This design comes from an exercise in tuning for small area and a short achievable clock period on the open sky130 flow, not from production work.
RTL that was checked went through simulation tests only; none was proved equivalent to the original.
Function not checked in run 3: the RTL went through the layout flow alone.
The clock port is modelled as an ideal driver; clocking choices that lean on that would not hold on a real chip.
No activity file was given, so power comes from the tool's default toggle rates.

File: design/flow/config.mk
export PLATFORM = sky130hd
export DESIGN_NAME = game_logic
export DESIGN_NICKNAME = game_logic
export VERILOG_FILES = /design/flow/design.v
export SDC_FILE = /design/flow/constraint.sdc
export NUM_CORES = 4
export LEC_CHECK = 0
export CAP_MARGIN = 20
export CORE_MARGIN = 2
export CORE_UTILIZATION = 55
export SETUP_SLACK_MARGIN = 5.0
export SLEW_MARGIN = 20
File: design/flow/constraint.sdc
create_clock -name core_clock -period 8.0 [get_ports {clock}]
set_input_delay 1.6000 -clock core_clock [delete_from_list [all_inputs] [get_ports {clock}]]
set_output_delay 1.6000 -clock core_clock [all_outputs]
set_load 0.01 [all_outputs]
File: design/flow/design.v
module debouncer(
    input clk,
    input resetn,
    input noisy_signal,
    output reg debounced_signal
);
    reg [6:0] counter;
    reg last_stable_signal;
    wire changed = noisy_signal ^ last_stable_signal;
    wire at_interval = ~counter[5] & ~counter[3] & counter[2] & ~counter[1] & counter[0];
    always @(posedge clk or negedge resetn) begin
        if (!resetn) begin
            debounced_signal <= 0;
            last_stable_signal <= 0;
        end else begin
            last_stable_signal <= noisy_signal;
            if (at_interval && !changed)
                debounced_signal <= last_stable_signal;
        end
    end
    always @(posedge clk)
        counter <= changed ? 7'd0 : {~counter[5:0], ~(counter[0] ^ counter[6])};
endmodule
module reset_debouncer(
    input clk,
    input resetn,
    output reg debounced_signal
);
    reg [6:0] counter;
    always @(posedge clk or negedge resetn) begin
        if (!resetn) begin
            counter <= 0;
            debounced_signal <= 0;
        end else begin
            counter <= {counter[5:0], ~(counter[6] ^ counter[5])};
            if (counter == 7'b0101101)
                debounced_signal <= 1'b1;
        end
    end
endmodule
module game_logic(
	input clock,
	input resetn,
	input button1,
	input button0,
	input [7:0]player_input,
	output reg [2:0] colour,
	output [9:0] x,
	output [8:0] y,
	output reg plot
);
	reg [8:0] xr;
	reg [7:0] yr;
	assign x = {1'b0, xr};
	assign y = {1'b0, yr};
	wire [9:0] debounced_input;
	wire debounced_resetn;
	genvar g;
	generate
		for (g = 0; g < 8; g = g + 1) begin : deb_col
			debouncer d(.clk(clock), .resetn(resetn), .noisy_signal(player_input[g]),
				.debounced_signal(debounced_input[g]));
		end
	endgenerate
	debouncer debounce_8(.clk(clock), .resetn(resetn), .noisy_signal(button1),
		.debounced_signal(debounced_input[8]));
	debouncer debounce_9(.clk(clock), .resetn(resetn), .noisy_signal(button0),
		.debounced_signal(debounced_input[9]));
	reset_debouncer debounce_reset(.clk(clock), .resetn(resetn),
		.debounced_signal(debounced_resetn));
	reg [2:0] height [0:7];
	reg [5:0] owner [0:7];
	reg turn;
	reg win_flag;
	function above(input [2:0] h, input integer k);
		case (k)
			0: above = h[2] | h[1] | h[0];
			1: above = h[2] | h[1];
			2: above = h[2] | (h[1] & h[0]);
			3: above = h[2];
			4: above = h[2] & (h[1] | h[0]);
			default: above = h[2] & h[1];
		endcase
	endfunction
	function [2:0] inc(input [2:0] h);
		inc = {h[2] | (h[1] & h[0]), h[1] ^ h[0], ~h[0]};
	endfunction
	reg [5:0] mine [0:7];
	integer c, k, d;
	always @* begin
		for (c = 0; c < 8; c = c + 1)
			for (k = 0; k < 6; k = k + 1)
				mine[c][k] = above(height[c], k) & (owner[c][k] ^ turn);
	end
	reg line;
	always @* begin
		line = 1'b0;
		for (c = 0; c < 8; c = c + 1)
			for (k = 0; k < 6; k = k + 1) begin
				if (k < 3)
					line = line | (mine[c][k] & mine[c][k+1] & mine[c][k+2] & mine[c][k+3]);
				if (c < 5)
					line = line | (mine[c][k] & mine[c+1][k] & mine[c+2][k] & mine[c+3][k]);
				if (c < 5 && k < 3)
					line = line | (mine[c][k] & mine[c+1][k+1] & mine[c+2][k+2] & mine[c+3][k+3]);
				if (c < 5 && k > 2)
					line = line | (mine[c][k] & mine[c+1][k-1] & mine[c+2][k-2] & mine[c+3][k-3]);
			end
	end
	wire button_ok = turn ? debounced_input[8] : debounced_input[9];
	reg [7:0] place;
	always @* begin
		for (c = 0; c < 8; c = c + 1)
			place[c] = debounced_input[c] & ~(height[c][2] & height[c][1]) & button_ok;
	end
	wire x_wrap = xr == 9'd360;
	wire [8:0] x_next = x_wrap ? 9'd0 : xr + 9'd1;
	wire [7:0] y_next = x_wrap ? ((yr == 8'd240) ? 8'd0 : yr + 8'd1) : yr;
	wire [5:0] qx = x_next[8:3];
	wire [4:0] qy = y_next[7:3];
	reg [3:0] cx;
	reg [2:0] ry;
	reg gx, gy;
	always @* begin
		cx = 4'bx;
		gx = 1'bx;
		for (d = 0; d < 46; d = d + 1)
			if (qx == d) begin
				cx = d / 5;
				gx = (d % 5) == 0;
			end
		ry = 3'bx;
		gy = 1'bx;
		for (d = 0; d < 31; d = d + 1)
			if (qy == d) begin
				ry = d / 5;
				gy = (d % 5) == 0;
			end
	end
	wire grid_next = (~x_next[2] & gx) | (~y_next[2] & gy);
	wire cell_next = ~grid_next & ~cx[3] & (ry != 3'd6);
	reg [2:0] col;       
	reg [2:0] lvl;       
	reg on_grid;
	reg on_cell;
	wire [2:0] hcol = height[col];
	wire [5:0] wcol = owner[col];
	wire cell_occ = hcol > lvl;
	wire cell_own = wcol[lvl];
	always @(posedge clock) begin
		if (!debounced_resetn) begin
			xr <= 0;
			yr <= 0;
			colour <= 3'b000;
			plot <= 1'b0;
			col <= 3'd0;
			lvl <= 3'd5;
			on_grid <= 1'b1;
			on_cell <= 1'b0;
			turn <= 1'b0;
			win_flag <= 1'b0;
			for (c = 0; c < 8; c = c + 1)
				height[c] <= 0;
		end else begin
			for (c = 0; c < 8; c = c + 1)
				if (place[c])
					height[c] <= inc(height[c]);
			if (|place)
				turn <= ~turn;
			if (line)
				win_flag <= 1'b1;
			if (win_flag)
				colour <= turn ? 3'b100 : 3'b010;
			else if (on_grid)
				colour <= 3'b001;
			else if (on_cell && cell_occ)
				colour <= cell_own ? 3'b010 : 3'b100;
			else
				colour <= 3'b111;
			xr <= x_next;
			yr <= y_next;
			col <= cx[2:0];
			lvl <= 3'd5 - ry;
			on_grid <= grid_next;
			on_cell <= cell_next;
			plot <= 1'b1;
		end
	end
	always @(posedge clock) begin
		for (c = 0; c < 8; c = c + 1)
			for (k = 0; k < 6; k = k + 1)
				if (height[c] == k)
					owner[c][k] <= turn;
	end
endmodule
File: design/flow/run.sh
#!/bin/bash
# synth_recipe.tcl (not shown) runs the flow's synth.tcl, then flattens the netlist and writes it again
# the make line also repeats each setting of config.mk as NAME=value (left out here)
make -C /OpenROAD-flow-scripts/flow DESIGN_CONFIG=/design/flow/config.mk WORK_HOME=/design/flow/orfs CLKGATE_MAP_FILE= SYNTH_SCRIPT=/design/flow/synth_recipe.tcl finish
==> results of run 1 <==
## layout by cell type (no fill, tap or decap), types with 17 or more instances in the layout
master / count
nand2_1: 67
a21oi_1: 42
and2_1: 24
nor2_1: 168
clkbuf_16: 25
ha_1: 39
nand3_1: 47
nor2b_1: 39
nor3_1: 21
dfxtp_1: 107
nand4_1: 17
xor2_1: 44
xnor2_1: 48
inv_1: 32
dfrtp_1: 28
edfxtp_1: 48
o21ai_0: 32
## per-layer routing
| layer | wire [um] | share of wire, % | track usage (%) | vias to the layer above |
|---|---|---|---|---|
| met5 | 0 | 0 | 0 | - |
| met1 | 11900 | 48 | 38.0 | 3796 |
| met3 | 1730 | 7.0 | 4.11 | 60 |
| met2 | 10500 | 42 | 36.0 | 274 |
| li1 | - | - | - | 3851 |
| met4 | 729 | 2.9 | 7.32 | 0 |
## logic make-up (layout without fill, tap and decap cells)
| kind of cell | count (synthesis) | in the layout | synth area share [%] |
|---|---|---|---|
| fa+ha+maj | 39 | 39 | 4.74 |
| compound gates | 172 | 172 | 11.2 |
| simple gates | 460 | 460 | 22.6 |
| xor+xnor | 94 | 94 | 8.07 |
| other cells | 1 | 2 | 0.0364 |
| flops | 201 | 201 | 45.1 |
| buf+inv | 82 | 110 | 3.27 |
| mux | 38 | 38 | 4.98 |
## sequential cells by signal, indices dropped and copies added (netlist names), 3 cells and up
name,cells
yr,8
deb_col.d.last_stable_signal,8
colour,3
owner,48
xr,9
col,3
debounce_9.counter,7
debounce_8.counter,7
height,24
debounce_reset.counter,7
lvl,3
deb_col.d.debounced_signal,8
deb_col.d.counter,56
## metrics by stage
stage                     area, sq um  utilization, %  std cells  hold slack, ns
after floorplan                 10300               -       1088           0.345
after global routing            11500            62.4       1350           0.369
final                           11500            62.4       1350           0.367
after CTS                       11500            62.0       1349           0.365
after global placement          10700            58.0       1309           0.361
after detailed placement        10700            58.0       1309           0.359
## path summary, 6_finish.rpt
kind,start,endpoint,slack (ns),cells past startpoint
worst max-delay path,plot,plot,5.06,1
worst min-delay path,debounce_reset.counter[2],debounce_reset.counter[3],0.37,0
worst max register to register,xr[0],col[0],5.21,9
worst min register to register,debounce_reset.counter[2],debounce_reset.counter[3],0.37,0
max in group asynchronous,resetn,deb_col[4].d.debounced_signal,6.23,2
min in group asynchronous,resetn,deb_col[3].d.debounced_signal,1.48,2
## what timing repair did
item / in CTS / in global routing
resized for setup: 41 / 7
hold endpoints to repair: 0 / 0
setup endpoints to repair: 21 / 7
buffers inserted: 0 / 1
## cell type report
cell class / instances / area, sq um
Clock buffer: 36 / 707
Inverter: 32 / 120
Timing Repair Buffer: 38 / 364
Multi-Input combinational cell: 805 / 5350
Tap cell: 234 / 293
Fill cell: 1596 / 6970
Clock inverter: 4 / 23.8
Sequential cell: 201 / 4690
## where the power goes
group	switching [uW]	total (uW)	internal (uW)
sequential	72.8	1190	1120
combinational	79.3	144	65.1
clock	404	1010	604
total	556	2340	1790
==> impl_results.md, run 1 <==
* Layout cells sized above 1 at just over 9%
* Layout Area Growth over Synthesis at 12.2%
* Cell accounting for the most synthesized area: dfxtp_1
* Register area share after synthesis at between 40% and 50%
* Pleak at 0.00428 uW
* Fin crit share at between 30% and 40%
* Diodes inserted at 0
* Detail-routed via count per cell at 5.91
* Top cell family by delay on the critical path: buffers and inverters
* Critical path's slowest cell: clkdlybuf4s50_1
* Arrival time at the worst endpoint at 1.34 ns
* Slew margin rel. at slightly below 40%
* Final min period at just under 3 ns
* ANT nets after route at 0
* Gp weighted congestion at about 1
* Port Buf Inserts at 32
* Final WS setup at 5.06 ns
* Dpl ws at 4.80 ns
* Yosys top cell area share at about 24%
* Final Hold Fails at 0
* Hold Buf Count CTS at 0
* Worst min path class: flop to flop
* CTS max path bufs at 3
* DRC viols at 0
* Synth async-reset ratio at between 10 and 15%
* Critical Path Start Type: flop
* Core area at 18500 sq um
* Initial antenna violation count at 0
* Global-route wire length before repair at 39500 um
* Die ar. at ~20000 sq um
* Via count at ~8000
* CTS sink cnt at 201
* Clk Latency, worst-skew pair at 0.51 ns
* Count leader, synth: nor2_1
* Die Span Y at around 140 um
* YS warnings at 6
* Worst vdd ir at about 190 uV
* Status: complete, no violations
* TNS Setup at 0 ns
* CP Class: flop to output port
* Max Cap Viol at 0
* Number of DRC markers in iteration 0 at approximately 700
* H-Tree Level Count at 1
* Tot Pwr at around 2300 uW
* Yosys cell types at 77
* TritonCTS clock tree: done
* Final Setup Violations at 0
* Vias in the first global route at about 7300
* Routed len/inst at 18.4 um
* RSZ-0062 raised after global routing: no
* DIE WIDTH at 141 um
* CTS buffer count at 22
* Worst-path cell chain: clkdlybuf4s50_1
* Mapped Cells at between 1000 and 1500
* Synth Cell Area at 10300 sq um
* Detailed placement HPWL at between 15000 and 20000 um
* CP Buf/Inv Count at 1
* Crit Path Max Fanout at 1
* Skew final at around 0.019 ns
* Dominant synthesized flop cell: dfxtp_1
* Post-synth top cells: 169 x nor2_1, 125 x dfxtp_1, 67 x nand2_1
* CP peak stage delay at 0.53 ns
* PD cells at about 200 nW/um^2
* Final net count at 1151
* FF+latch count, synth at about 200
* Clock Pin Slew Worst Setup and Hold Paths at approximately 0.06 ns
* Initial Util at 55.6%
* CP Capture Type: output port
* IO Pins at 35
* Total GRT Usage at roughly a quarter
* CP required at around 6.4 ns
* Largest net degree at the start of global routing at 62
* Slew Limit Fails at 0
* Synth top area cells: dfxtp_1 24%, edfxtp_1 14%, dfrtp_1 6.8%
* Syn Area/Cell at around 9.5 sq um
* Post-synth EDFFs at 48
* Slew @ Worst Pin at between 0.9 and 1 ns
* Grt ovf at 0
* Std-Cell Rows at 50
* Final wirelength at around 25000 um
* Fmax at between 0.3 and 0.4 GHz
* First-pass iteration count of the detailed router at 5
* Clock root buffer: clkbuf_16
==> run 2, diff against run 1 <==
--- a/design/flow/design.v
+++ b/design/flow/design.v
@@ -69,7 +69,7 @@
 	reset_debouncer debounce_reset(.clk(clock), .resetn(resetn),
 		.debounced_signal(debounced_resetn));
 	reg [2:0] height [0:7];
-	reg [5:0] owner [0:7];
+	reg [5:0] same [0:7];
 	reg turn;
 	reg win_flag;
 	function above(input [2:0] h, input integer k);
@@ -90,7 +90,7 @@
 	always @* begin
 		for (c = 0; c < 8; c = c + 1)
 			for (k = 0; k < 6; k = k + 1)
-				mine[c][k] = above(height[c], k) & (owner[c][k] ^ turn);
+				mine[c][k] = above(height[c], k) & same[c][k];
 	end
 	reg line;
 	always @* begin
@@ -113,50 +113,40 @@
 		for (c = 0; c < 8; c = c + 1)
 			place[c] = debounced_input[c] & ~(height[c][2] & height[c][1]) & button_ok;
 	end
-	wire x_wrap = xr == 9'd360;
-	wire [8:0] x_next = x_wrap ? 9'd0 : xr + 9'd1;
-	wire [7:0] y_next = x_wrap ? ((yr == 8'd240) ? 8'd0 : yr + 8'd1) : yr;
-	wire [5:0] qx = x_next[8:3];
-	wire [4:0] qy = y_next[7:3];
-	reg [3:0] cx;
-	reg [2:0] ry;
-	reg gx, gy;
-	always @* begin
-		cx = 4'bx;
-		gx = 1'bx;
-		for (d = 0; d < 46; d = d + 1)
-			if (qx == d) begin
-				cx = d / 5;
-				gx = (d % 5) == 0;
-			end
-		ry = 3'bx;
-		gy = 1'bx;
-		for (d = 0; d < 31; d = d + 1)
-			if (qy == d) begin
-				ry = d / 5;
-				gy = (d % 5) == 0;
-			end
-	end
-	wire grid_next = (~x_next[2] & gx) | (~y_next[2] & gy);
-	wire cell_next = ~grid_next & ~cx[3] & (ry != 3'd6);
-	reg [2:0] col;       
+	wire any_place = |place;
+	function mod5is(input [5:0] q, input integer r);
+		integer n;
+		begin
+			mod5is = 1'b0;
+			for (n = r; n < 46; n = n + 5)
+				if (q == n) mod5is = 1'b1;
+		end
+	endfunction
+	wire x_wrap = xr[8] & xr[6] & xr[5] & xr[3];    
+	wire y_wrap = yr[7] & yr[6] & yr[5] & yr[4];    
+	wire x_cell_end = (xr[2:0] == 3'd7) & mod5is(xr[8:3], 4);
+	wire x_grid_end = (xr[2:0] == 3'd3) & mod5is(xr[8:3], 0);
+	wire y_cell_end = (yr[2:0] == 3'd7) & mod5is({1'b0, yr[7:3]}, 4);
+	wire y_grid_end = (yr[2:0] == 3'd3) & mod5is({1'b0, yr[7:3]}, 0);
+	reg [3:0] col;       
 	reg [2:0] lvl;       
-	reg on_grid;
-	reg on_cell;
-	wire [2:0] hcol = height[col];
-	wire [5:0] wcol = owner[col];
+	reg x_grid, y_grid;
+	wire on_grid = x_grid | y_grid;
+	wire on_cell = ~col[3] & (lvl != 3'd7);
+	wire [2:0] hcol = height[col[2:0]];
+	wire [5:0] wcol = same[col[2:0]];
 	wire cell_occ = hcol > lvl;
-	wire cell_own = wcol[lvl];
+	wire cell_own = wcol[lvl] ^ turn;
 	always @(posedge clock) begin
 		if (!debounced_resetn) begin
 			xr <= 0;
 			yr <= 0;
 			colour <= 3'b000;
 			plot <= 1'b0;
-			col <= 3'd0;
+			col <= 4'd0;
 			lvl <= 3'd5;
-			on_grid <= 1'b1;
-			on_cell <= 1'b0;
+			x_grid <= 1'b1;
+			y_grid <= 1'b1;
 			turn <= 1'b0;
 			win_flag <= 1'b0;
 			for (c = 0; c < 8; c = c + 1)
@@ -165,7 +155,7 @@
 			for (c = 0; c < 8; c = c + 1)
 				if (place[c])
 					height[c] <= inc(height[c]);
-			if (|place)
+			if (any_place)
 				turn <= ~turn;
 			if (line)
 				win_flag <= 1'b1;
@@ -177,19 +167,36 @@
 				colour <= cell_own ? 3'b010 : 3'b100;
 			else
 				colour <= 3'b111;
-			xr <= x_next;
-			yr <= y_next;
-			col <= cx[2:0];
-			lvl <= 3'd5 - ry;
-			on_grid <= grid_next;
-			on_cell <= cell_next;
+			if (x_wrap) begin
+				xr <= 9'd0;
+				col <= 4'd0;
+				x_grid <= 1'b1;
+				if (y_wrap) begin
+					yr <= 8'd0;
+					lvl <= 3'd5;
+					y_grid <= 1'b1;
+				end else begin
+					yr <= yr + 8'd1;
+					if (y_cell_end) begin
+						lvl <= lvl - 3'd1;
+						y_grid <= 1'b1;
+					end else if (y_grid_end)
+						y_grid <= 1'b0;
+				end
+			end else begin
+				xr <= xr + 9'd1;
+				if (x_cell_end) begin
+					col <= col + 4'd1;
+					x_grid <= 1'b1;
+				end else if (x_grid_end)
+					x_grid <= 1'b0;
+			end
 			plot <= 1'b1;
 		end
 	end
 	always @(posedge clock) begin
 		for (c = 0; c < 8; c = c + 1)
 			for (k = 0; k < 6; k = k + 1)
-				if (height[c] == k)
-					owner[c][k] <= turn;
+				same[c][k] <= ~above(height[c], k) | (same[c][k] ^ any_place);
 	end
 endmodule
==> run 2 against run 1 <==
  * Still clean on timing, DRC and antenna
  * Sequential cell count grew 1
  * Global-route usage grew 1.8 points
  * Synthesized area shrank 11%
  * Clock power shrank 8%
  * Combinational power grew 120%
  * Count of clock-buffer cells in the layout shrank 5
  * Synthesized cell count shrank 8.0%
  * Power grew 2.7%
  * Maximum frequency shrank 0.86%
  * Hold slack gained 0.015 ns
  * Critical endpoint is now colour[2]
  * Largest cell class unchanged
==> impl_results.md, run 2 <==
* FF+latch count, synth at roughly 200
* Final Hold Fails at 0
* Critical path's slowest cell: clkdlybuf4s50_1
* Reg2reg setup slack at between 5 and 6 ns
* Initial antenna violation count at 0
* H-Tree Level Count at 1
* Number of DRC markers in iteration 0 at slightly above 600
* CP required at 6.40 ns
* Post-synth EDFFs at 0
* Port Buf Inserts at 32
* Yosys top cell area share at between 30% and 40%
* CP Class: flop to output port
* Critical Path Start Type: flop
* ANT nets after route at 0
* Top cell family by delay on the critical path: buffers and inverters
* Cell accounting for the most synthesized area: dfxtp_1
* Via count at between 7000 and 8000
* Largest register FFs at 56
* Largest net degree at the start of global routing at a little under 50
* DRC viols at 0
* Reg2Reg Launch Point: col[1]
* Detail-routed via count per cell at ~6.0
* Fmax at roughly 0.34 GHz
* Clock Pin Slew Worst Setup and Hold Paths at roughly 0.06 ns
* Worst reg2reg path endpoint: colour[2]
* Detailed placement HPWL at roughly 17000 um
* # fillers at 1387
* Register area share after synthesis at 45.5%
* TNS Setup at 0 ns
* RSZ-0062 raised after global routing: yes
* CTS max path bufs at 3
* Final min period at 2.97 ns
* Slew @ Worst Pin at ~0.99 ns
* Slew Limit Fails at 0
* Storage element area at approximately 4200 sq um
* DIE WIDTH at about 130 um
* Vias in the first global route at roughly 7000
* Synth async-reset ratio at 13.9%
* Synth top area cells: dfxtp_1 38%, dfrtp_1 7.6%, xor2_1 7.0%
* CTS sink cnt at just over 200
* Final wirelength at between 20000 and 25000 um
* Fin util at a little under two thirds
* Skew final at between 0.015 and 0.02 ns
* Core area at about 16000 sq um
* Grt ovf at 0
* Worst-path cell chain: clkdlybuf4s50_1
* First-pass iteration count of the detailed router at 6
* Mapped Cells at 1000
* Fin crit share at a little under two fifths
* Count leader, synth: dfxtp_1
* Pleak at roughly 0.0039 uW
* Most frequent cells in the layout: 156 x dfxtp_1, 125 x nor2_1, 74 x xor2_1, 60 x nand2_1, 49 x o21ai_0
* PD cells at 229 nW/um^2
* Crit Path Max Fanout at 1
* Worst Hold Path EP: debounce_reset.counter[3]
* YS warnings at 6
* Synth Cell Area at ~9000 sq um
* Layout Area Growth over Synthesis at 14.1%
* Hold Startpoint: debounce_reset.counter[2]
* Yosys cell types at 74
* Gp weighted congestion at 0.918
* Hold Slack at roughly 0.38 ns
* Final Setup Violations at 0
* Arrival time at the worst endpoint at about 1.4 ns
* CP Buf/Inv Count at 1
* Layout cells sized above 1 at 10.4%
* Die Span Y at around 130 um
* IO Pins at 35
* Syn Area/Cell at ~9 sq um
* Dominant synthesized flop cell: dfxtp_1
* CTS buffer count at 21
* Status: complete, no violations
* Worst Hold Depth at 0
* Clk Latency, worst-skew pair at 0.50 ns
* Std-Cell Rows at between 40 and 50
* Footprint of the multi-input gates at between 4000 and 5000 sq um
* Diodes inserted at 0
* Total GRT Usage at approximately a quarter
* Most common cell after layout, fill and taps aside: dfxtp_1
* Initial Util at between 50% and 60%
* Max Cap Viol at 0
* Worst min path class: flop to flop
* CP peak stage delay at about 0.54 ns
* Clock root buffer: clkbuf_16
* Worst vdd ir at between 200 and 300 uV
* TritonCTS clock tree: done
* Final net count at approximately 1100
* Global-route wire length before repair at between 30000 and 40000 um
* Largest registers: deb_col.d.counter (56), same (48), height (24)
* Slew margin rel. at around a third
* Die ar. at roughly 18000 sq um
* Post-synth top cells: 174 x dfxtp_1, 126 x nor2_1, 74 x xor2_1
* CP Capture Type: output port
* Reg2Reg Depth at 13
* Largest reg by FF count: deb_col.d.counter
* Routed len/inst at between 15 and 20 um
## run 2: per-layer routing
layer / vias to the layer above / wire [um] / part of all wire, % / GRT usage (%)
met4: 0 / 648 / 2.7 / 8.27
met5: - / 0 / 0 / 0
met3: 53 / 1520 / 6.4 / 4.11
li1: 3599 / - / - / -
met2: 266 / 10700 / 45 / 41.8
met1: 3604 / 10900 / 46 / 38.0
## run 2: metrics by stage
step | setup slack (ns) | cell area (sq um) | total power, uW | instances
global placement | 4.76 | 9560 | 1480 | 1196
global route | 4.95 | 10500 | 2520 | 1247
finish | 5.03 | 10500 | 2410 | 1247
CTS | 4.93 | 10300 | 2430 | 1237
floorplan | 5.02 | 9220 | 1430 | 1001
detailed placement | 4.64 | 9560 | 1500 | 1196
## run 2: final cells by class
cell class,instances,area share (%)
clock buffers,31,5.65
clock inverters,7,0.655
inverters,36,1.29
multi-input cells,703,45.4
flip-flops and latches,202,40.3
well taps,220,2.62
repair buffers,48,4.05
## run 2: how the worst max path moves through the flow
stage / startpoint / to / slack (ns) / cells past startpoint
2_1_floorplan: col[2] / colour[2] / 5.02 / 15
3_3_place_gp: col[2] / colour[2] / 4.76 / 13
3_5_place_dp: col[2] / colour[2] / 4.64 / 13
4_1_cts: col[1] / colour[2] / 4.93 / 13
5_1_grt: col[1] / colour[2] / 4.95 / 13
6_report: colour[2] / colour[2] / 5.03 / 1
## run 2: where the power goes
group          leakage [uW]  total [uW]  switching [uW]  internal (uW)
registers           0.00178        1160            67.6           1090
logic               0.00180         318             184            134
clock network      0.000319         934             386            548
total               0.00390        2410             637           1770
## run 2: logic make-up (layout without fill, tap and decap cells)
kind of cell             count (synthesis)  in the layout  share of synthesized area [%]
buffers and inverters                   96            122                           4.46
multiplexers                            15             15                           1.78
flip-flops                             202            202                           45.5
XOR/XNOR                                93             93                           8.85
adder cells (fa/ha/maj)                 33             33                           4.49
AO/OA/AOI/OAI                          219            219                           16.8
other                                    1              2                         0.0407
AND/OR/NAND/NOR                        341            341                           18.2
## run 2: timing repair
| action | in CTS | in global routing |
|---|---|---|
| hold endpoints to repair | 0 | 0 |
| endpoints found under the setup margin | 20 | 51 |
| buffers inserted | 3 | 10 |
| gates resized for setup | 44 | 27 |
| pin swaps | 0 | 11 |
| hold buffers | 0 | 0 |
| cloned | 0 | 0 |
==> run 3, diff against run 2 <==
--- a/design/flow/design.v
+++ b/design/flow/design.v
@@ -128,23 +128,29 @@
 	wire x_grid_end = (xr[2:0] == 3'd3) & mod5is(xr[8:3], 0);
 	wire y_cell_end = (yr[2:0] == 3'd7) & mod5is({1'b0, yr[7:3]}, 4);
 	wire y_grid_end = (yr[2:0] == 3'd3) & mod5is({1'b0, yr[7:3]}, 0);
-	reg [3:0] col;       
-	reg [2:0] lvl;       
+	reg [7:0] col;       
+	reg [5:0] lvl;       
 	reg x_grid, y_grid;
 	wire on_grid = x_grid | y_grid;
-	wire on_cell = ~col[3] & (lvl != 3'd7);
-	wire [2:0] hcol = height[col[2:0]];
-	wire [5:0] wcol = same[col[2:0]];
-	wire cell_occ = hcol > lvl;
-	wire cell_own = wcol[lvl] ^ turn;
+	reg cell_occ, cell_same;
+	always @* begin
+		cell_occ = 1'b0;
+		cell_same = 1'b0;
+		for (c = 0; c < 8; c = c + 1)
+			for (k = 0; k < 6; k = k + 1) begin
+				cell_occ = cell_occ | (col[c] & lvl[k] & above(height[c], k));
+				cell_same = cell_same | (col[c] & lvl[k] & same[c][k]);
+			end
+	end
+	wire cell_own = cell_same ^ turn;
 	always @(posedge clock) begin
 		if (!debounced_resetn) begin
 			xr <= 0;
 			yr <= 0;
 			colour <= 3'b000;
 			plot <= 1'b0;
-			col <= 4'd0;
-			lvl <= 3'd5;
+			col <= 8'd1;
+			lvl <= 6'b100000;
 			x_grid <= 1'b1;
 			y_grid <= 1'b1;
 			turn <= 1'b0;
@@ -163,22 +169,22 @@
 				colour <= turn ? 3'b100 : 3'b010;
 			else if (on_grid)
 				colour <= 3'b001;
-			else if (on_cell && cell_occ)
+			else if (cell_occ)
 				colour <= cell_own ? 3'b010 : 3'b100;
 			else
 				colour <= 3'b111;
 			if (x_wrap) begin
 				xr <= 9'd0;
-				col <= 4'd0;
+				col <= 8'd1;
 				x_grid <= 1'b1;
 				if (y_wrap) begin
 					yr <= 8'd0;
-					lvl <= 3'd5;
+					lvl <= 6'b100000;
 					y_grid <= 1'b1;
 				end else begin
 					yr <= yr + 8'd1;
 					if (y_cell_end) begin
-						lvl <= lvl - 3'd1;
+						lvl <= lvl >> 1;
 						y_grid <= 1'b1;
 					end else if (y_grid_end)
 						y_grid <= 1'b0;
@@ -186,7 +192,7 @@
 			end else begin
 				xr <= xr + 9'd1;
 				if (x_cell_end) begin
-					col <= col + 4'd1;
+					col <= col << 1;
 					x_grid <= 1'b1;
 				end else if (x_grid_end)
 					x_grid <= 1'b0;
==> design/flow/flow/run.sh (new file) <==
#!/bin/bash
set -euo pipefail
MARGIN=${MARGIN:-5.5}
bash standard.sh CORE_UTILIZATION=55 SETUP_SLACK_MARGIN=$MARGIN finish > standard.log 2>&1
==> design/flow/standard.sh (new file) <==
#!/bin/bash
# synth_recipe.tcl (not shown) runs the flow's synth.tcl, then flattens the netlist and writes it again
# the make line also repeats each setting of config.mk as NAME=value (left out here)
make -C /OpenROAD-flow-scripts/flow DESIGN_CONFIG=/design/flow/config.mk WORK_HOME=/design/flow/orfs CLKGATE_MAP_FILE= SYNTH_SCRIPT=/design/flow/synth_recipe.tcl "${@:-finish}"
--- a/design/flow/config.mk
+++ b/design/flow/config.mk
@@ -7,6 +7,5 @@
 export LEC_CHECK = 0
 export CAP_MARGIN = 20
 export CORE_MARGIN = 2
-export CORE_UTILIZATION = 55
-export SETUP_SLACK_MARGIN = 5.0
+export CORE_UTILIZATION = 40
 export SLEW_MARGIN = 20
removed: design/flow/run.sh
==> run 3 against run 2 <==
  * Sequential power barely moved
  * Synthesized area up 2.0%
  * Combinational power grew 1%
  * Design area increased by 4.4%
  * Die area up 2.0%
  * First-iteration DRC count increased by 41%
  * Non-clock buffer count increased by 17
  * Wire length up 6.1%
  * Register-to-register slack better by 0.52 ns
  * Largest cell class unchanged
==> impl_results.md, run 3 <==
* Mapped Cells at ~1000
* Largest net degree at the start of global routing at 50
* Critical path's slowest cell: dfxtp_4
* Core area at ~17000 sq um
* Hold Slack at approximately 0.37 ns
* Dominant synthesized flop cell: dfxtp_1
* IO Pins at 35
* Final Setup Violations at 0
* Slew @ Worst Pin at ~0.84 ns
* CTS sink cnt at roughly 210
* Crit Path Max Fanout at 2
* Worst min path class: flop to flop
* Clock root buffer: clkbuf_16
* Post-synth EDFFs at 0
* Final Hold Fails at 0
* CTS buffer count at 22
* Crit path from: yr[2]
* CP required at about 6.4 ns
* Post-synthesis mux area share at 2.07%
* DIE WIDTH at between 100 and 150 um
* Slew margin rel. at 43.6%
* Reg2reg setup slack at ~5.6 ns
* Hold Buf Count CTS at 0
* Synth top area cells: dfxtp_1 39%, dfrtp_1 7.5%, xnor2_1 5.8%
* First-pass iteration count of the detailed router at 6
* # fillers at between 1000 and 1500
* RSZ-0062 raised after global routing: yes
* CP Class: flop to output port
* H-Tree Level Count at 1
* Port Buf Inserts at 32
* Syn Area/Cell at 9.03 sq um
* Pleak at ~0.0041 uW
* PD cells at approximately 230 nW/um^2
* CP peak stage delay at around 0.35 ns
* Placed cells at approximately 1200
* Simple-gate portion of the synthesized area at between 10% and 20%
* Final min period at 2.58 ns
* Worst vdd ir at 238 uV
* Compound-Gate Fraction of Synth Area at 16.8%
* Number of DRC markers in iteration 0 at approximately 870
* Global-route wire length before repair at 40600 um
* Fin crit share at 32.3%
* Die ar. at approximately 18000 sq um
* Largest registers: deb_col.d.counter (56), same (48), height (24)
* Synth async-reset ratio at between 10% and 20%
* Yosys top cell area share at approximately two fifths
* Skew final at between 0.015 and 0.02 ns
* Critical path depth at 1
* DRC viols at 0
* Count leader, synth: dfxtp_1
* Total GRT Usage at about 28%
* Largest register FFs at 56
* Grt ovf at 0
* Status: complete, no violations
* Std-Cell Rows at 47
* Most common cell after layout, fill and taps aside: dfxtp_1
* FF+latch count, synth at between 200 and 250
* Clock Pin Slew Worst Setup and Hold Paths at 0.06 ns
* Worst Hold Depth at 0
* CP Capture Type: output port
* Routed len/inst at 19.3 um
* Fin util at between 60% and 70%
* TritonCTS clock tree: done
* Post-synthesis adder-cell area fraction at under 10%
* Xor/xnor share of the synthesized area at about 8.5%
* Final net count at roughly 1100
* CP Buf/Inv Count at 1
* Gp weighted congestion at between 1 and 1.5
* Post-synth top cells: 181 x dfxtp_1, 130 x nor2_1, 62 x xnor2_1
* Synth Cell Area at approximately 9400 sq um
* Final wirelength at roughly 25000 um
* Detailed placement HPWL at 17200 um
* Fmax at around 0.39 GHz
* Critical Path Start Type: flop
* Slew Limit Fails at 0
* Initial antenna violation count at 0
* Diodes inserted at 0
* Worst-path cell chain: buf_6
* Largest family of logic cells by synthesized area: simple AND/OR/NAND/NOR gates
* Layout Area Growth over Synthesis at 16.8%
* YS warnings at 6
* Max Cap Viol at 0
* TNS Setup at 0 ns
* Die Span Y at 135 um
* Largest reg by FF count: deb_col.d.counter
* Detail-routed via count per cell at between 6 and 7
* Arrival time at the worst endpoint at ~1 ns
* Yosys cell types at 75
* Reg2Reg Depth at 7
* Worst reg2reg path endpoint: win_flag
* Crit path to: y[2]
* Register area share after synthesis at between 40% and 50%
* Cell accounting for the most synthesized area: dfxtp_1
* Non-filler instance count after layout at 1307
* Most frequent cells in the layout: 150 x dfxtp_1, 130 x nor2_1, 62 x xnor2_1, 59 x nand2_1, 59 x nand3_1
* Via count at 8044
* CTS max path bufs at 3
* Top cell family by delay on the critical path: flip-flops
* Vias in the first global route at about 7600
* Initial Util at a little under three fifths
* Layout cells sized above 1 at between 10% and 20%
* Reg2Reg Launch Point: height[5][1]
* Clk Latency, worst-skew pair at 0.52 ns
* ANT nets after route at 0
[run 3: cell types whose count changed after synthesis, sizes merged, moves of 8 or more]
cell	delta
a22oi	+14
clkbuf	+8
xnor2	+43
nor3	+13
nand4	+9
ha	-11
xor2	-45
o22ai	+10
buf	-9
o21ai	+8
a221oi	-12
nand3	+11
[run 3: what timing repair did]
action	4_1_cts	5_1_grt
gates resized for setup	143	19
pin swaps	8	4
buffers inserted	25	5
endpoints found under the setup margin	79	48
[run 3: final cells by class]
cell class,count,area [sq um],area share (%)
multi-input cells,738,4830,44.0
flip-flops and latches,209,4400,40.1
clock buffers,32,618,5.64
repair buffers,65,594,5.42
well taps,220,275,2.51
inverters,35,131,1.20
clock inverters,8,123,1.12
[run 3: cells by family after synthesis]
group	Yosys count
XOR/XNOR	91
other	1
AO/OA/AOI/OAI	230
AND/OR/NAND/NOR	375
adder cells (fa/ha/maj)	22
multiplexers	18
flip-flops	209
buffers and inverters	94
[run 3: per-layer routing]
layer  share of wire [%]  up-vias  track usage, %
li1                    -     3778               -
met1                  43     3782            39.2
met2                  43      389            42.3
met3                 9.1       95            5.71
met4                 4.2        0            11.4
met5                   0        -               0
[run 3: how the worst min path moves through the flow]
stage	slack (ns)	from	endpoint
floorplan	0.35	debounce_reset.counter[1]	debounce_reset.counter[2]
global placement	0.36	debounce_reset.counter[1]	debounce_reset.counter[2]
detailed placement	0.36	debounce_reset.counter[1]	debounce_reset.counter[2]
CTS	0.37	debounce_reset.counter[1]	debounce_reset.counter[2]
global route	0.37	debounce_reset.counter[1]	debounce_reset.counter[2]
finish	0.37	debounce_reset.counter[1]	debounce_reset.counter[2]
[run 3: through the flow]
step                      area (sq um)  worst slack (ns)  total power, uW
final                            11000              5.42             2550
after detailed placement          9840              4.89             1530
after global routing             11000              5.39             2650
after global placement            9840              4.96             1520
after floorplan                   9470              5.56             1460
after CTS                        10900              5.40             2560
[run 3: report_power, final]
group / internal, uW / total, uW / switching (uW)
clock network: 608 / 1030 / 420
logic: 156 / 322 / 166
registers: 1120 / 1190 / 70.5
total: 1890 / 2550 / 657
==> run 4, diff against run 3 <==
--- a/design/flow/design.v
+++ b/design/flow/design.v
@@ -32,8 +32,8 @@
             counter <= 0;
             debounced_signal <= 0;
         end else begin
-            counter <= {counter[5:0], ~(counter[6] ^ counter[5])};
-            if (counter == 7'b0101101)
+            counter <= {~counter[5:0], ~(counter[0] ^ counter[6])};
+            if (counter[6] & counter[4] & ~counter[3] & counter[2] & ~counter[1])
                 debounced_signal <= 1'b1;
         end
     end
@@ -133,14 +133,21 @@
 	reg x_grid, y_grid;
 	wire on_grid = x_grid | y_grid;
 	reg cell_occ, cell_same;
-	always @* begin
+	reg [2:0] hsel;
+	reg [5:0] ssel;
+	always @* begin
+		hsel = 3'd0;
+		ssel = 6'd0;
+		for (c = 0; c < 8; c = c + 1) begin
+			hsel = hsel | ({3{col[c]}} & height[c]);
+			ssel = ssel | ({6{col[c]}} & same[c]);
+		end
 		cell_occ = 1'b0;
 		cell_same = 1'b0;
-		for (c = 0; c < 8; c = c + 1)
-			for (k = 0; k < 6; k = k + 1) begin
-				cell_occ = cell_occ | (col[c] & lvl[k] & above(height[c], k));
-				cell_same = cell_same | (col[c] & lvl[k] & same[c][k]);
-			end
+		for (k = 0; k < 6; k = k + 1) begin
+			cell_occ = cell_occ | (lvl[k] & above(hsel, k));
+			cell_same = cell_same | (lvl[k] & ssel[k]);
+		end
 	end
 	wire cell_own = cell_same ^ turn;
 	always @(posedge clock) begin
==> design/flow/flow/run.sh (replaced) <==
#!/bin/bash
set -euo pipefail
MARGIN=${MARGIN:-5.6}
bash standard.sh CORE_UTILIZATION=55 SETUP_SLACK_MARGIN=$MARGIN finish > standard.log 2>&1
==> run 4 against run 3 <==
  * Synthesized cell count fell by 4.8%
  * Sequential share of layout area rose by 0.93 points
  * Synthesized area fell by 2.5%
  * Via count fell by 5.3%
  * First-iteration DRC count fell by 14%
  * Design area fell by 2.4%
  * Wire length fell by 4.6%
  * Hold slack improved by 0.014 ns
  * Critical endpoint is now x[7]
  * Largest cell class unchanged
  * Largest power group unchanged
==> impl_results.md, run 4 <==
* Yosys cell types at between 60 and 70
* CTS sink cnt at between 200 and 250
* Diodes inserted at 0
* Final WS setup at between 5 and 6 ns
* TritonCTS clock tree: done
* Slew @ Worst Pin at about 1.1 ns
* Max Cap Viol at 0
* Crit Path Max Fanout at 6
* CP Capture Type: output port
* Detail-routed via count per cell at roughly 6.1
* Hold Startpoint: deb_col[3].d.counter[4]
* Detailed placement HPWL at around 17000 um
* Clock root buffer: clkbuf_16
* Initial antenna violation count at 0
* Most frequent cells in the layout: 153 x dfxtp_1, 129 x nor2_1, 62 x xnor2_1, 58 x nand2_1, 48 x nand3_1
* Reg2reg setup slack at roughly 5.7 ns
* Worst Hold Depth at 1
* Clock Pin Slew Worst Setup and Hold Paths at ~0.06 ns
* Pleak at roughly 0.004 uW
* Number of DRC markers in iteration 0 at between 700 and 800
* Worst vdd ir at 183 uV
* Hold Slack at about 0.38 ns
* Core area at around 16000 sq um
* Largest reg by FF count: deb_col.d.counter
* ANT nets after route at 0
* Synth top area cells: dfxtp_1 40%, dfrtp_1 7.7%, xnor2_1 5.9%
* Std-Cell Rows at 47
* Die ar. at around 18000 sq um
* Layout cells sized above 1 at between 10 and 15%
* Final min period at 2.60 ns
* Layout Area Growth over Synthesis at 17.0%
* Slew margin rel. at around 30%
* CTS buffer count at 23
* Count leader, synth: dfxtp_1
* Final Hold Fails at 0
* Synth Cell Area at roughly 9200 sq um
* Vias in the first global route at 7533
* Status: complete, no violations
* Total GRT Usage at 27.1%
* Reg2Reg Depth at 8
* Gp weighted congestion at about 0.95
* DRC viols at 0
* Top cell family by delay on the critical path: flip-flops
* YS warnings at 6
* Dominant synthesized flop cell: dfxtp_1
* Port Buf Inserts at 32
* Mapped Cells at 990
* Critical path's slowest cell: dfxtp_4
* Fin crit share at about a third
* CP Class: flop to output port
* Global-route wire length before repair at approximately 39000 um
* CP peak stage delay at between 0.3 and 0.4 ns
* Post-synth top cells: 181 x dfxtp_1, 129 x nor2_1, 62 x xnor2_1
* Post-synth EDFFs at 0
* Via count at around 7600
* CP required at around 6.4 ns
* FF+latch count, synth at ~210
* Largest register FFs at 56
* Die Span Y at 133 um
* Yosys top cell area share at 39.6%
* Worst reg2reg path endpoint: win_flag
* Reg2Reg Launch Point: height[4][0]
* Hold Buf Count CTS at 0
* Final Setup Violations at 0
* Routed len/inst at ~19 um
* Worst-path cell chain: buf_6
* TNS Setup at 0 ns
* Slew Limit Fails at 0
* Clk Latency, worst-skew pair at ~0.51 ns
* Register area share after synthesis at between 40% and 50%
* CP Buf/Inv Count at 1
* Most common cell after layout, fill and taps aside: dfxtp_1
* Dpl ws at between 4 and 5 ns
* H-Tree Level Count at 1
* Worst Hold Path EP: deb_col[3].d.counter[5]
* Final wirelength at 24100 um
* DIE WIDTH at between 100 and 150 um
* Cell accounting for the most synthesized area: dfxtp_1
* Critical Path Start Type: flop
* Skew final at about 0.013 ns
* Synth async-reset ratio at between 10% and 20%
* RSZ-0062 raised after global routing: yes
* Initial Util at between 50% and 60%
* Grt ovf at 0
* Fmax at between 0.3 and 0.4 GHz
* Worst min path class: flop to flop
* Final net count at ~1000
* CTS max path bufs at 3
* IO Pins at 35
* First-pass iteration count of the detailed router at 5
* PD cells at 242 nW/um^2
* Placed instance area at ~9600 sq um
* Arrival time at the worst endpoint at 1.00 ns
* Largest registers: deb_col.d.counter (56), same (48), height (24)
* Largest net degree at the start of global routing at 50
* Syn Area/Cell at 9.24 sq um
* Final Instance Area at approximately 11000 sq um
==> run 4: cells by family (layout without fill, tap and decap cells) <==
group | count (synthesis) | in the layout | share of synthesized area, %
AOI/OAI and AO/OA | 215 | 215 | 16.3
xor gates and xnor gates | 90 | 90 | 8.61
adders and majority gates | 22 | 22 | 3.01
buffers and inverters | 95 | 135 | 4.70
DFF | 209 | 209 | 47.3
muxes | 24 | 24 | 2.78
other | 1 | 2 | 0.0410
and+or+nand+nor | 334 | 334 | 17.3
==> run 4: through the flow <==
step                power [uW]  std cells  util [%]
finish                    2590       1251      65.2
global route              2690       1251      65.2
CTS                       2600       1247      64.6
detailed placement        1540       1185      58.6
global placement          1520       1185      58.6
floorplan                 1480        991         -
==> run 4: power by group <==
| part | internal, uW | switching, uW |
|---|---|---|
| sequential | 1120 | 71.9 |
| clock | 649 | 415 |
| combinational | 155 | 170 |
| total | 1930 | 657 |
==> run 4: what timing repair did <==
item,in CTS,in global routing
endpoints found under the setup margin,81,74
gates resized for setup,143,24
pin swaps,4,0
setup buffers,21,4
endpoints found under the hold margin,0,0
==> run 4: per-layer routing <==
layer | global-route usage, % | vias up | share of wire, %
met5 | 0 | - | 0
met4 | 11.2 | 0 | 3.9
met3 | 4.33 | 75 | 7.2
met2 | 43.5 | 309 | 46
met1 | 36.7 | 3684 | 43
li1 | - | 3550 | -
==> run 4: layout make-up <==
class / instances / area (sq um)
fillers: 1285 / 5700
multi-input cells: 687 / 4600
flip-flops and latches: 209 / 4390
clock buffers: 33 / 673
repair buffers: 59 / 534
well taps: 220 / 275
inverters: 35 / 131
clock inverters: 8 / 97.6
==> run 4: worst max path at each step <==
stage	endpoint	slack, ns	cells past startpoint	from
finish	x[7]	5.40	1	xr[7]
CTS	x[7]	5.37	1	xr[7]
detailed placement	debounce_9.debounced_signal	4.91	5	button0
global route	x[7]	5.38	1	xr[7]
floorplan	deb_col[0].d.debounced_signal	5.56	4	player_input[0]
global placement	deb_col[1].d.debounced_signal	4.98	5	player_input[1]
==> run 5, diff against run 4 <==
==> design/flow/flow/run.sh (replaced) <==
#!/bin/bash
set -euo pipefail
MARGIN=${MARGIN:-5.6}
KNOBS="CORE_UTILIZATION=55 SETUP_SLACK_MARGIN=$MARGIN CTS_BUF_LIST=sky130_fd_sc_hd__clkbuf_8"
bash standard.sh $KNOBS cts > standard_cts.log 2>&1
R=orfs/results/sky130hd/game_logic/base
ODB=$R/4_cts.odb ODB_OUT=$R/4_cts.odb openroad -no_init -exit flow/drop_root.tcl > drop_root.log 2>&1
bash standard.sh $KNOBS finish > standard.log 2>&1
==> design/flow/flow/drop_root.tcl (new file) <==
# Remove the clock tree's root buffer: the clock port drives the tree's first
# level of buffers directly (two to four cell pins), which takes one buffer
# delay out of every register's clock arrival alike.
read_db $::env(ODB)
set block [ord::get_db_block]
set port_net [$block findNet clock]
set drv ""
foreach it [$port_net getITerms] {
  lappend drv $it
}
if { [llength $drv] != 1 } { error "clock port net has [llength $drv] cell pins" }
set root [[lindex $drv 0] getInst]
set root_name [$root getName]
set out_net ""
foreach it [$root getITerms] {
  if { [$it isOutputSignal] } { set out_net [$it getNet] }
}
set loads {}
foreach it [$out_net getITerms] {
  if { [$it getInst] != $root } { lappend loads $it }
}
puts "root $root_name drives [llength $loads] pins on [$out_net getName]"
if { [llength $loads] > 4 } { error "too many loads for the clock port" }
foreach it $loads {
  $it disconnect
  $it connect $port_net
}
odb::dbInst_destroy $root
odb::dbNet_destroy $out_net
puts "clock port now drives [llength [$port_net getITerms]] cell pins"
write_db $::env(ODB_OUT)
==> run 5 against run 4 <==
  * Still clean
  * Power shrank 6.2%
  * Critical path depth grew 5
  * Sequential share of layout area grew 0.24 points
  * Wire length grew 1.5%
  * Count of clock-buffer cells in the layout grew 7
  * Critical path type is now flop to flop
  * Largest cell class unchanged
  * Highest routed layer unchanged
==> impl_results.md, run 5 <==
* Met1 Use GR at 36.6%
* Initial Util at about 56%
* Die Span Y at about 130 um
* Final net count at roughly 1100
* Yosys top cell area share at roughly 40%
* DIE WIDTH at about 130 um
* Clk Latency, worst-skew pair at about 0.35 ns
* Placed cells at ~1200
* Total GRT Usage at between 20 and 30%
* Global-route wire length before repair at 39200 um
* Mapped Cells at roughly 1000
* Grt ovf at 0
* Final Setup Violations at 0
* CTS max path bufs at 3
* DRC viols at 0
* TritonCTS clock tree: done
* Status: complete, no violations
* Non-filler instance count after layout at 1278
* CP required at between 8 and 9 ns
* TNS Setup at 0 ns
* Slew Limit Fails at 0
* Post-synth EDFFs at 0
* Critical Path Start Type: flop
* Dpl ws at around 4.9 ns
* Final Hold Fails at 0
* Hold Buf Count CTS at 0
* Arrival time at the worst endpoint at ~2.6 ns
* PD cells at roughly 230 nW/um^2
* Final min period at roughly 2.4 ns
* Detailed placement HPWL at roughly 17000 um
* Register area share after synthesis at 47.3%
* Layout cells sized above 1 at between 10% and 20%
* Skew final at around 0.023 ns
* Largest reg by FF count: deb_col.d.counter
* Vias in the first global route at 7532
* Synth top area cells: dfxtp_1 40%, dfrtp_1 7.7%, xnor2_1 5.9%
* Slew @ Worst Pin at slightly above 1 ns
* Comb pwr share at around 14%
* Yosys cell types at between 60 and 70
* IO Pins at 35
* Post-synth top cells: 181 x dfxtp_1, 129 x nor2_1, 62 x xnor2_1
* Core area at approximately 16000 sq um
* Clk pwr share at a little under two fifths
* Diodes inserted at 0
* YS warnings at 6
* FF+latch count, synth at 209
* Worst vdd ir at roughly 230 uV
* Most common cell after layout, fill and taps aside: dfxtp_1
* Detail-routed via count per cell at slightly below 6
* Fin crit share at between 30% and 40%
* CP Class: flop to flop
* Net Sw Power at 648 uW
* Number of DRC markers in iteration 0 at around 600
* Met3 GRT Util at 4.18%
* Largest registers: deb_col.d.counter (56), same (48), height (24)
* Crit Path Max Fanout at 19
* Syn Area/Cell at roughly 9.2 sq um
* RSZ-0062 raised after global routing: yes
* Cell accounting for the most synthesized area: dfxtp_1
* Gp weighted congestion at between 0.9 and 1
* Initial antenna violation count at 0
* Worst min path class: flop to flop
* Via count at between 7000 and 8000
* CTS sink cnt at roughly 210
* Port Buf Inserts at 32
* Clock Pin Slew Worst Setup and Hold Paths at roughly 0.060 ns
* Sequential group share of total power at 49.4%
* Synth async-reset ratio at roughly 13%
* Synth Cell Area at between 9000 and 10000 sq um
* P_int at 1780 uW
* Max Cap Viol at 0
* CP Capture Type: flop
* Most frequent cells in the layout: 155 x dfxtp_1, 125 x nor2_1, 62 x xnor2_1, 58 x nand2_1
* CTS buffer count at 35
* Fmax at between 0.4 and 0.5 GHz
* Largest register FFs at 56
* Final wirelength at between 20000 and 25000 um
* Die ar. at between 15000 and 20000 sq um
* Pleak at around 0.0041 uW
* Sw frac at between 20% and 30%
* ANT nets after route at 0
* Std-Cell Rows at 47
* Clock root buffer: clkbuf_8
* Final WS setup at 5.56 ns
* Met2 Usage GRT at between 40% and 50%
* Slew margin rel. at 31.1%
* Count leader, synth: dfxtp_1
* Layout Area Growth over Synthesis at 16.2%
* First-pass iteration count of the detailed router at 6
* H-Tree Level Count at 2
* Largest net degree at the start of global routing at 50
* Layer with the highest usage: met2
* Routed len/inst at ~19 um
* Dominant synthesized flop cell: dfxtp_1
[run 5: kinds of logic after synthesis]
kind of cell | count (synthesis) | synth area share [%]
AO/OA/AOI/OAI | 215 | 16.3
XOR/XNOR | 90 | 8.61
adder cells (fa/ha/maj) | 22 | 3.01
buffers and inverters | 95 | 4.70
flip-flops | 209 | 47.3
multiplexers | 24 | 2.78
other | 1 | 0.0410
AND/OR/NAND/NOR | 334 | 17.3
[run 5: path summary, 6_finish.rpt]
path	from	end	slack, ns	depth (start not counted)
min in group asynchronous	resetn	deb_col[2].d.debounced_signal	1.66	2
worst min register to register	deb_col[3].d.counter[4]	deb_col[3].d.counter[5]	0.38	1
worst max-delay path	height[4][2]	win_flag	5.56	6
worst max register to register	height[4][2]	win_flag	5.56	6
worst min-delay path	deb_col[3].d.counter[4]	deb_col[3].d.counter[5]	0.38	1
max in group asynchronous	resetn	deb_col[1].d.last_stable_signal	6.05	2
[run 5: layout make-up]
cell class,instances,area (sq um)
Clock buffer,40,551
Inverter,35,131
Tap cell,220,275
Multi-Input combinational cell,687,4580
Sequential cell,209,4390
Clock inverter,21,123
Timing Repair Buffer,66,582
Fill cell,1298,5770
[run 5: worst max-delay path, cell delays in order, from the launching register on]
cell and delay [ns]:
dfxtp_1 0.53, o31ai_2 0.85, nor3_1 0.12, o21bai_1 0.18, o2111ai_1 0.12, nor4_1 0.31, a41oi_1 0.15
[run 5: stage by stage]
step                total power [uW]  hold slack (ns)  util, %  instance area [sq um]
floorplan                       1480            0.345        -                   9300
global placement                1520            0.372     58.6                   9620
detailed placement              1540            0.375     58.6                   9620
CTS                             2470            0.384     64.2                  10500
global route                    2540            0.395     64.8                  10600
finish                          2430            0.382     64.8                  10600
[run 5: timing repair]
item / CTS / global route
setup endpoints to repair: 81 / 79
gates resized for setup: 144 / 25
setup buffers: 21 / 11
pin swaps: 4 / 2
[run 5: routing by layer]
layer / up-vias / share of wire (%)
met4: 0 / 4.0
met2: 266 / 47
met3: 72 / 5.5
met1: 3698 / 44
li1: 3589 / -
met5: - / 0
[run 5: power by group through the flow]
stage | sequential (uW) | combinational, uW | clock, uW
final | 1200 | 335 | 892
after global routing | 1210 | 368 | 959
after CTS | 1200 | 325 | 944
after detailed placement | 1220 | 318 | 0
after global placement | 1220 | 306 | 0
after floorplan | 1200 | 282 | 0
==> run 6, diff against run 5 <==
==> design/flow/flow/run.sh (replaced) <==
#!/bin/bash
set -euo pipefail
MARGIN=${MARGIN:-5.6}
KNOBS="CORE_UTILIZATION=55 SETUP_SLACK_MARGIN=$MARGIN"
bash standard.sh $KNOBS cts > standard_cts.log 2>&1
R=orfs/results/sky130hd/game_logic/base
ODB=$R/4_cts.odb ODB_OUT=$R/4_cts.odb openroad -no_init -exit flow/drop_root.tcl > drop_root.log 2>&1
bash standard.sh $KNOBS finish > standard.log 2>&1
==> run 6 against run 5 <==
  * Still clean
  * Synthesized area stayed put
  * Via count is 0.67% lower
  * Hold slack worse by 0.0017 ns
  * Clock power is 15% higher
  * First-iteration DRC count is 4.0% lower
  * Power is 5.5% higher
  * Combinational power hardly changed
  * Core utilization is 0.49 points higher
  * Critical path depth is 5 lower
  * Sequential cell count stayed put
  * Design area is 0.75% higher
  * Setup slack worse by 0.025 ns
==> impl_results.md, run 6 <==
* Status: complete, no violations
* IO Pins at 35
* CP required at 6.40 ns
* Port Buf Inserts at 32
* Synth async-reset ratio at between 10 and 15%
* Vias in the first global route at ~7500
* Slew @ Worst Pin at between 1 and 1.5 ns
* Sw frac at between 20% and 30%
* CTS sink cnt at 209
* Crit Path Max Fanout at 6
* Largest reg by FF count: deb_col.d.counter
* CP Buf/Inv Count at 1
* Synth Cell Area at ~9000 sq um
* Largest register FFs at 56
* Final WS setup at roughly 5.5 ns
* Dominant synthesized flop cell: dfxtp_1
* Fin crit share at between 30% and 40%
* Max Cap Viol at 0
* Most frequent cells in the layout: 157 x dfxtp_1, 127 x nor2_1, 62 x xnor2_1, 58 x nand2_1, 48 x nand3_1
* Initial Util at around 56%
* Worst reg2reg path endpoint: win_flag
* Comb pwr share at a little over an eighth
* Final min period at between 2 and 2.5 ns
* Largest net degree at the start of global routing at 50
* Die ar. at between 15000 and 20000 sq um
* Final net count at 1057
* Std-Cell Rows at 47
* First-pass iteration count of the detailed router at 5
* ANT nets after route at 0
* Clk Latency, worst-skew pair at approximately 0.37 ns
* Top cell family by delay on the critical path: flip-flops
* Hold Startpoint: deb_col[3].d.counter[4]
* Clock root buffer: clkbuf_16
* Cell accounting for the most synthesized area: dfxtp_1
* Mapped Cells at between 900 and 1000
* Worst Hold Depth at 1
* DRC viols at 0
* YS warnings at 6
* Hold Slack at ~0.38 ns
* CTS max path bufs at 3
* Final Setup Violations at 0
* Via count at ~7600
* Clk pwr share at approximately 40%
* Post-synth top cells: 181 x dfxtp_1, 129 x nor2_1, 62 x xnor2_1
* P_int at ~1900 uW
* FF+latch count, synth at roughly 210
* TNS Setup at 0 ns
* Register area share after synthesis at 47.3%
* Synth top area cells: dfxtp_1 40%, dfrtp_1 7.7%, xnor2_1 5.9%
* Post-synth EDFFs at 0
* Most common cell after layout, fill and taps aside: dfxtp_1
* CP Class: flop to output port
* CP Capture Type: output port
* Pleak at 0.00405 uW
* Global-route wire length before repair at around 39000 um
* Clock Pin Slew Worst Setup and Hold Paths at approximately 0.060 ns
* Slew Limit Fails at 0
* Detailed placement HPWL at roughly 17000 um
* Layout cells sized above 1 at approximately 15%
* Sequential group share of total power at 46.7%
* Worst vdd ir at between 150 and 200 uV
* Number of DRC markers in iteration 0 at roughly 570
* Worst min path class: flop to flop
* Slew margin rel. at 31.4%
* Critical Path Start Type: flop
* Grt ovf at 0
* Critical path's slowest cell: dfxtp_4
* DIE WIDTH at approximately 130 um
* Net Sw Power at 646 uW
* Arrival time at the worst endpoint at 0.86 ns
* Initial antenna violation count at 0
* Skew final at ~0.013 ns
* Worst-path cell chain: buf_6
* Total GRT Usage at between 20% and 30%
* Final Hold Fails at 0
* H-Tree Level Count at 1
* Final wirelength at about 24000 um
* Yosys cell types at between 60 and 70
* Die Span Y at roughly 130 um
* Layout Area Growth over Synthesis at 17.1%
* Count leader, synth: dfxtp_1
* TritonCTS clock tree: done
* Reg2Reg Depth at 6
* Gp weighted congestion at roughly 0.95
* PD cells at around 240 nW/um^2
* Core area at roughly 16000 sq um
* RSZ-0062 raised after global routing: yes
* Worst Hold Path EP: deb_col[3].d.counter[5]
* Largest registers: deb_col.d.counter (56), same (48), height (24)
* Reg2Reg Launch Point: height[4][2]
* Fmax at between 0.4 and 0.5 GHz
* Syn Area/Cell at slightly above 9 sq um
* Routed len/inst at approximately 19 um
* CTS buffer count at 23
* Detail-routed via count per cell at 6.02
* Dpl ws at between 4 and 5 ns
* Reg2reg setup slack at ~5.6 ns
* CP peak stage delay at 0.38 ns
* Diodes inserted at 0
* Yosys top cell area share at a little under 40%
run 6: cell counts after synthesis:
No cell type changed its count.
run 6: power by group through the flow:
stage | combinational [uW] | clock (uW) | sequential, uW
after CTS | 324 | 1080 | 1200
after detailed placement | 318 | 0 | 1220
after floorplan | 282 | 0 | 1200
final | 333 | 1030 | 1200
after global routing | 368 | 1090 | 1210
after global placement | 306 | 0 | 1220
run 6: cell families (layout without fill, tap and decap cells):
| group | after synthesis | after routing | synth area share, % |
|---|---|---|---|
| AO/OA/AOI/OAI | 215 | 215 | 16.3 |
| XOR/XNOR | 90 | 90 | 8.61 |
| adder cells (fa/ha/maj) | 22 | 22 | 3.01 |
| buffers and inverters | 95 | 143 | 4.70 |
| flip-flops | 209 | 209 | 47.3 |
| multiplexers | 24 | 24 | 2.78 |
| other | 1 | 2 | 0.0410 |
| AND/OR/NAND/NOR | 334 | 334 | 17.3 |
run 6: area by class of cell:
| cell class | instances | area [sq um] |
|---|---|---|
| Multi-Input combinational cell | 687 | 4570 |
| Tap cell | 220 | 275 |
| Timing Repair Buffer | 68 | 608 |
| Fill cell | 1286 | 5690 |
| Inverter | 35 | 131 |
| Sequential cell | 209 | 4390 |
| Clock inverter | 8 | 97.6 |
| Clock buffer | 32 | 648 |
run 6: timing repair:
item                       CTS  global route
gates resized for setup    143            18
setup buffers               21            13
hold buffers                 0             0
setup endpoints to repair   81            81
pin swaps                    4             0
run 6: stage by stage:
step / instance area [sq um] / instances / utilization, % / total power, uW
after global routing: 10700 / 1259 / 65.3 / 2670
after detailed placement: 9620 / 1185 / 58.6 / 1540
after CTS: 10600 / 1247 / 64.6 / 2600
after floorplan: 9300 / 991 / - / 1480
final: 10700 / 1259 / 65.3 / 2560
after global placement: 9620 / 1185 / 58.6 / 1520
run 6: routing by layer:
metal  GRT usage [%]  wire, um  up-vias
li1                -         -     3564
met1            36.7     10400     3664
met2            43.4     11100      270
met3            3.98      1590       76
met4            10.8       956        0
met5               0         0        -
run 6: how the worst max path moves through the flow:
stage                         start                             to  slack [ns]  depth (start not counted)
global route           height[4][2]                       win_flag        5.44                          6
CTS                           xr[7]                           x[7]        5.37                          1
floorplan           player_input[0]  deb_col[0].d.debounced_signal        5.56                          4
detailed placement          button0    debounce_9.debounced_signal        4.91                          5
finish                        xr[7]                           x[7]        5.54                          1
global placement    player_input[1]  deb_col[1].d.debounced_signal        4.98                          5
==> run 7, diff against run 6 <==
--- a/design/flow/design.v
+++ b/design/flow/design.v
@@ -126,11 +126,14 @@
 	wire y_wrap = yr[7] & yr[6] & yr[5] & yr[4];    
 	wire x_cell_end = (xr[2:0] == 3'd7) & mod5is(xr[8:3], 4);
 	wire x_grid_end = (xr[2:0] == 3'd3) & mod5is(xr[8:3], 0);
-	wire y_cell_end = (yr[2:0] == 3'd7) & mod5is({1'b0, yr[7:3]}, 4);
-	wire y_grid_end = (yr[2:0] == 3'd3) & mod5is({1'b0, yr[7:3]}, 0);
 	reg [7:0] col;       
-	reg [5:0] lvl;       
-	reg x_grid, y_grid;
+	reg x_grid;
+	reg [5:0] lvl;
+	always @* begin
+		for (k = 0; k < 6; k = k + 1)
+			lvl[k] = (yr >= 40 * (5 - k)) && (yr < 40 * (6 - k));
+	end
+	wire y_grid = ~yr[2] & mod5is({1'b0, yr[7:3]}, 0);
 	wire on_grid = x_grid | y_grid;
 	reg cell_occ, cell_same;
 	reg [2:0] hsel;
@@ -157,9 +160,7 @@
 			colour <= 3'b000;
 			plot <= 1'b0;
 			col <= 8'd1;
-			lvl <= 6'b100000;
 			x_grid <= 1'b1;
-			y_grid <= 1'b1;
 			turn <= 1'b0;
 			win_flag <= 1'b0;
 			for (c = 0; c < 8; c = c + 1)
@@ -184,18 +185,10 @@
 				xr <= 9'd0;
 				col <= 8'd1;
 				x_grid <= 1'b1;
-				if (y_wrap) begin
+				if (y_wrap)
 					yr <= 8'd0;
-					lvl <= 6'b100000;
-					y_grid <= 1'b1;
-				end else begin
+				else
 					yr <= yr + 8'd1;
-					if (y_cell_end) begin
-						lvl <= lvl >> 1;
-						y_grid <= 1'b1;
-					end else if (y_grid_end)
-						y_grid <= 1'b0;
-				end
 			end else begin
 				xr <= xr + 9'd1;
 				if (x_cell_end) begin
==> design/flow/flow/run.sh (replaced) <==
#!/bin/bash
set -euo pipefail
MARGIN=${MARGIN:-5.6}
KNOBS="CORE_UTILIZATION=55 SETUP_SLACK_MARGIN=$MARGIN CTS_CLUSTER_SIZE=25 CTS_CLUSTER_DIAMETER=60"
bash standard.sh $KNOBS cts > standard_cts.log 2>&1
R=orfs/results/sky130hd/game_logic/base
ODB=$R/4_cts.odb ODB_OUT=$R/4_cts.odb openroad -no_init -exit flow/drop_root.tcl > drop_root.log 2>&1
bash standard.sh $KNOBS finish > standard.log 2>&1
==> run 7 against run 6 <==
  * Core utilization shrank 0.16 points
  * Sequential share of layout area rose by 0.19 points
  * Synthesized cell count is 1.7% lower
  * Design area decreased by 3.1%
  * Global-route usage barely moved
  * Final cell count shrank 2.1%
  * Sequential power is 5% lower
  * Non-clock buffer count grew 5
  * Register-to-register slack better by 0.03 ns
  * Wire length down 2.0%
  * Critical endpoint is now x[2]
==> impl_results.md, run 7 <==
* Worst-path cell chain: buf_6
* Slew margin rel. at a little over half
* Synth Cell Area at between 8000 and 9000 sq um
* Vias in the first global route at between 7000 and 8000
* Worst Hold Path EP: debounce_reset.counter[6]
* Dominant synthesized flop cell: dfxtp_1
* Storage element area at between 4000 and 5000 sq um
* Via count at around 7400
* Fin crit share at 30.2%
* Count leader, synth: dfxtp_1
* Dpl ws at 4.89 ns
* Post-synth EDFFs at 0
* Non-filler instance count after layout at 1232
* TritonCTS clock tree: done
* Worst vdd ir at 231 uV
* Synth top area cells: dfxtp_1 39%, dfrtp_1 7.8%, xor2_1 7.4%
* Slew @ Worst Pin at approximately 0.7 ns
* YS warnings at 6
* CTS sink cnt at ~200
* Critical Path Start Type: flop
* Max Cap Viol at 0
* Final Hold Fails at 0
* Largest register FFs at between 50 and 60
* DIE WIDTH at 132 um
* # fillers at between 1000 and 1500
* First-pass iteration count of the detailed router at 5
* Layout Area Growth over Synthesis at 15.5%
* Largest registers: deb_col.d.counter (56), same (48), height (24)
* Pleak at around 0.0039 uW
* Diodes inserted at 0
* Final wirelength at about 24000 um
* Most common cell after layout, fill and taps aside: dfxtp_1
* H-Tree Level Count at 1
* Fmax at 0.414 GHz
* Synth async-reset ratio at between 10% and 20%
* Largest net degree at the start of global routing at just under 50
* Top cell family by delay on the critical path: flip-flops
* Hold Startpoint: debounce_reset.counter[5]
* Grt ovf at 0
* RSZ-0062 raised after global routing: yes
* Arrival time at the worst endpoint at approximately 0.82 ns
* Final net count at roughly 1000
* FF+latch count, synth at between 200 and 250
* Initial Util at 56.4%
* Tot Pwr at ~2200 uW
* Xor/xnor share of the synthesized area at roughly 9.2%
* TNS Setup at 0 ns
* Final min period at approximately 2.4 ns
* CP peak stage delay at roughly 0.36 ns
* Reg2Reg Depth at 8
* ANT nets after route at 0
* Clock root buffer: clkbuf_16
* Final Setup Violations at 0
* CP Buf/Inv Count at 1
* Register area share after synthesis at a little under half
* CP required at between 6 and 7 ns
* Critical path's slowest cell: dfxtp_4
* Yosys cell types at 70
* Core area at around 16000 sq um
* Syn Area/Cell at about 9.2 sq um
* Slew Limit Fails at 0
* Yosys top cell area share at about two fifths
* Initial antenna violation count at 0
* Post-synthesis mux area share at between 2 and 2.5%
* Global-route wire length before repair at 38300 um
* Port Buf Inserts at 32
* Skew final at just over 0.02 ns
* Detailed placement HPWL at approximately 17000 um
* Status: complete, no violations
* IO Pins at 35
* Gp weighted congestion at between 0.9 and 1
run 7: cell count changes in the layout (fill, tap and decap cells not counted), moves of 7 or more:
cell / previous run / this run
xor2_1: 18 / 66
xnor2_1: 62 / 18
and2_1: 2 / 18
dfxtp_1: 157 / 142
nand3_1: 48 / 33
nand2_1: 58 / 71
a31oi_1: 12 / 0
nor2_1: 127 / 115
a21boi_0: 1 / 9
clkbuf_16: 22 / 14
o21ai_0: 45 / 37
nor2b_1: 3 / 10
run 7: kinds of logic (layout without fill, tap and decap cells):
group	Yosys count	after routing
and+or+nand+nor	356	356
DFF	202	202
other	1	2
AOI/OAI and AO/OA	191	191
muxes	19	19
xor gates and xnor gates	94	94
buffers and inverters	88	130
adders and majority gates	22	22
run 7: worst max path at each step:
| stage | to | cells past startpoint | slack [ns] |
|---|---|---|---|
| after CTS | y[7] | 1 | 5.44 |
| after global routing | win_flag | 8 | 5.47 |
| after global placement | deb_col[7].d.debounced_signal | 5 | 4.99 |
| after detailed placement | deb_col[0].d.debounced_signal | 5 | 4.89 |
| after floorplan | deb_col[7].d.debounced_signal | 4 | 5.56 |
| final | x[2] | 1 | 5.58 |
run 7: metrics by stage:
step	hold slack [ns]	utilization (%)	area, sq um
after floorplan	0.368	-	9070
after global placement	0.373	59.1	9420
after detailed placement	0.377	59.1	9420
after CTS	0.390	64.8	10300
after global routing	0.407	65.1	10400
final	0.376	65.1	10400
run 7: per-layer routing:
metal / global-route usage (%) / share of wire [%] / vias to the layer above
met1: 35.5 / 43 / 3548
li1: - / - / 3469
met5: 0 / 0 / -
met3: 3.15 / 5.7 / 86
met2: 45.1 / 47 / 286
met4: 11.2 / 4.5 / 0
run 7: cell type report:
type	count	area share [%]
timing repair buffer	73	6.43
tap	216	2.60
multi-input combinational	684	44.2
clock buffer	16	3.45
sequential	202	41.1
inverter	34	1.23
clock inverter	7	1.00
run 7: repair_timing:
item | 4_1_cts | 5_1_grt
resized for setup | 168 | 17
hold buffers | 0 | 0
setup endpoints to repair | 80 | 72
pin swaps | 14 | 6
buffers inserted | 33 | 5
run 7: power breakdown:
| part | internal, uW | leakage, uW | switching (uW) |
|---|---|---|---|
| Clock | 344 | 0.000216 | 370 |
| Sequential | 1090 | 0.00179 | 57.8 |
| Combinational | 156 | 0.00186 | 187 |
| Total | 1590 | 0.00386 | 615 |

Re-timed with assumed drivers on the ports (clkbuf_16 on the clock, buf_2 on other inputs), run 7 has 5.526 ns of setup slack against 5.582 ns with ideal ports, and 5.275 ns once port delays also move by the mid clock arrival of 0.394 ns.
